Context: an optimization exercise on an open-source flow, tuned for small area and a short achievable clock period. The choices shown serve that exercise and are no tape-out recipe. Only simulation tests tie the RTL to the original design; equivalence was not proved.

==> run a: inputs <==
Design PE_array, start of the top module:
module PE_array (
    input clk,
    input rst,
    input i_en,
    input [15:0] ifmap,
    input [127:0] weight,
    input [255:0] bias,
    output [255:0] ofmap,
    output valid
);
==> flow/config.mk <==
export PLATFORM = sky130hd
export DESIGN_NAME = PE_array
export DESIGN_NICKNAME = PE_array
export VERILOG_FILES = /design/flow/design.v
export SDC_FILE = /design/flow/constraint.sdc
export NUM_CORES = 4
export LEC_CHECK = 0
export CAP_MARGIN = 20
export CORE_MARGIN = 2
export CORE_UTILIZATION = 40
export CTS_CLUSTER_DIAMETER = 100
export CTS_CLUSTER_SIZE = 30
export SETUP_SLACK_MARGIN = 5
export SLEW_MARGIN = 20
==> flow/constraint.sdc <==
create_clock -name core_clock -period 10.0 [get_ports {clk}]
set_input_delay 2.0000 -clock core_clock [delete_from_list [all_inputs] [get_ports {clk}]]
set_output_delay 2.0000 -clock core_clock [all_outputs]
set_load 0.01 [all_outputs]
standard.sh (not shown) runs the stock make flow with config.mk's settings and CLKGATE_MAP_FILE= SYNTH_SCRIPT=/design/flow/synth_recipe.tcl, a recipe that flattens the netlist after the stock synthesis.
==> flow/flow/run.sh <==
#!/bin/bash
# Standard ORFS layout (the standard.sh, unchanged synthesis), except that the
# port buffers that placement inserts on every input and output are the platform's
# smallest buffer instead of the one the resizer picks by default; the resizer
# still resizes them where timing or slew needs it.
set -euo pipefail
export BUFFER_PORTS_ARGS="-buffer_cell sky130_fd_sc_hd__buf_1"
bash standard.sh > standard.log 2>&1
==> run b (differences from run a) <==
==> flow/flow/run.sh (replaced) <==
#!/bin/bash
# Standard ORFS layout (the standard.sh, unchanged synthesis), with two changes:
# - the port buffers that placement inserts on every input and output are the
#   platform's smallest buffer instead of the one the resizer picks by default (the
#   resizer still resizes them where timing or slew needs it);
# - clock tree synthesis adds no dummy load cells for balancing.
set -euo pipefail
export BUFFER_PORTS_ARGS="-buffer_cell sky130_fd_sc_hd__buf_1"
export CTS_ARGS="-sink_clustering_enable -repair_clock_nets -sink_clustering_size 24 -sink_clustering_max_diameter 90 -dont_use_dummy_load"
bash standard.sh > standard.log 2>&1
==> flow/config.mk (replaced) <==
export PLATFORM = sky130hd
export DESIGN_NAME = PE_array
export DESIGN_NICKNAME = PE_array
export VERILOG_FILES = /design/flow/design.v
export SDC_FILE = /design/flow/constraint.sdc
export NUM_CORES = 4
export LEC_CHECK = 0
export CAP_MARGIN = 60
export CORE_MARGIN = 2
export CORE_UTILIZATION = 50
export SETUP_SLACK_MARGIN = 5
export SLEW_MARGIN = 60
==> run c (differences from run a) <==
==> flow/flow/run.sh (replaced) <==
#!/bin/bash
# Standard ORFS layout (the standard.sh, unchanged synthesis), with two changes:
# - the port buffers that placement inserts on every input and output are the
#   platform's smallest buffer instead of the one the resizer picks by default (the
#   resizer still resizes them where timing or slew needs it);
# - clock tree synthesis adds no dummy load cells for balancing.
set -euo pipefail
export BUFFER_PORTS_ARGS="-buffer_cell sky130_fd_sc_hd__buf_1"
export CTS_ARGS="-sink_clustering_enable -repair_clock_nets -sink_clustering_size 24 -sink_clustering_max_diameter 90 -dont_use_dummy_load"
bash standard.sh > standard.log 2>&1
==> flow/config.mk (replaced) <==
export PLATFORM = sky130hd
export DESIGN_NAME = PE_array
export DESIGN_NICKNAME = PE_array
export VERILOG_FILES = /design/flow/design.v
export SDC_FILE = /design/flow/constraint.sdc
export NUM_CORES = 4
export LEC_CHECK = 0
export CAP_MARGIN = 80
export CORE_MARGIN = 2
export CORE_UTILIZATION = 50
export SETUP_SLACK_MARGIN = 5
export SLEW_MARGIN = 80
==> run d (differences from run a) <==
==> flow/flow/run.sh (replaced) <==
#!/bin/bash
# Standard ORFS layout (the standard.sh, unchanged synthesis), with two changes:
# - the port buffers that placement inserts on every input and output are the
#   platform's smallest buffer instead of the one the resizer picks by default (the
#   resizer still resizes them where timing or slew needs it);
# - clock tree synthesis adds no dummy load cells for balancing.
set -euo pipefail
export BUFFER_PORTS_ARGS="-buffer_cell sky130_fd_sc_hd__buf_1"
export CTS_ARGS="-sink_clustering_enable -repair_clock_nets -sink_clustering_size 24 -sink_clustering_max_diameter 90 -dont_use_dummy_load"
bash standard.sh > standard.log 2>&1
==> flow/config.mk (replaced) <==
export PLATFORM = sky130hd
export DESIGN_NAME = PE_array
export DESIGN_NICKNAME = PE_array
export VERILOG_FILES = /design/flow/design.v
export SDC_FILE = /design/flow/constraint.sdc
export NUM_CORES = 4
export LEC_CHECK = 0
export CAP_MARGIN = 60
export CORE_MARGIN = 2
export CORE_UTILIZATION = 50
export SETUP_SLACK_MARGIN = 5
export SLEW_MARGIN = 80
==> run summary <==
quantity                                                                                    run a       run d       run b       run c
Run status                                                               timing/DRC/antenna clean  timing/DRC/antenna clean  timing/DRC/antenna clean  timing/DRC/antenna clean
Data arrival time of the critical path                                                    5.51 ns     5.45 ns     5.43 ns     5.49 ns
Pin count of the biggest net entering global routing                                           72          63          74          63
Clock-pin slew reported for the worst setup and hold paths after clock tree synthesis     0.11 ns     0.09 ns     0.09 ns     0.10 ns
Sequential share of cell area                                                               34.1%       32.8%       34.4%       32.9%
Fillcell total                                                                              22700       16600       16900       16700
Multi-input combinational cell area                                                    0.0562 mm2  0.0582 mm2  0.0563 mm2  0.0583 mm2
Total routing resource utilization after global routing                                     19.0%       22.8%       22.6%       22.8%
Final cell count without fillers                                                            12900       12400       12200       12400
Routed wire per std cell                                                                  18.2 um     18.1 um     18.1 um     18.1 um
FMAX                                                                                    0.207 GHz   0.207 GHz   0.210 GHz   0.208 GHz
Number of iterations in the first detailed-routing pass                                         6           8           6           6
Worst-Skew Late Latency                                                                   0.80 ns     0.77 ns     0.78 ns     0.76 ns
DRC marker count from the first detailed-route iteration                                     3653        3878        4056        3820
Tmin final                                                                                4.84 ns     4.84 ns     4.77 ns     4.81 ns
Met1 GRT Util                                                                               25.2%       30.5%       30.4%       30.5%
WP data required                                                                         10.67 ns    10.60 ns    10.66 ns    10.69 ns
Antenna violations before repair                                                               78          46          51          48

[what the ideal ports hide]
The flow's constraints put no driver on any port. The routed layouts listed below were extracted and timed again, unchanged, in two steps. Step 1: set_driving_cell puts a clkbuf_16 on clk and a buf_2 on each other input, an assumption about the parent block. Step 2 moves the port delays by t, midway between the first and last clock arrival at a register: inputs arrive t later, outputs are due t later. That takes back most of the time a late clock gives input paths. Three values: ideal, step 1, step 2; two values: the first two.
| run | shift t [ns] | slack for setup (ns) | latest minus earliest clock arrival (ns) | slew at the worst register clock pin (ns) | cell pins on the clock port's net |
|---|---|---|---|---|---|
| run a | 0.873 | 5.161 / 5.149 / 4.276 | 0.053 / 0.053 | 0.12 / 0.12 | 1 |
| run b | 0.822 | 5.234 / 5.234 / 4.441 | 0.102 / 0.101 | 0.10 / 0.10 | 1 |
| run c | 0.818 | 5.194 / 5.194 / 4.479 | 0.090 / 0.090 | 0.10 / 0.10 | 1 |
| run d | 0.819 | 5.159 / 5.159 / 4.459 | 0.096 / 0.097 | 0.10 / 0.10 | 1 |
After both steps setup and hold are still met in every run listed. The setup slack of run a, which loses most, moves by -0.012 ns with the drivers and by -0.885 ns with both steps.
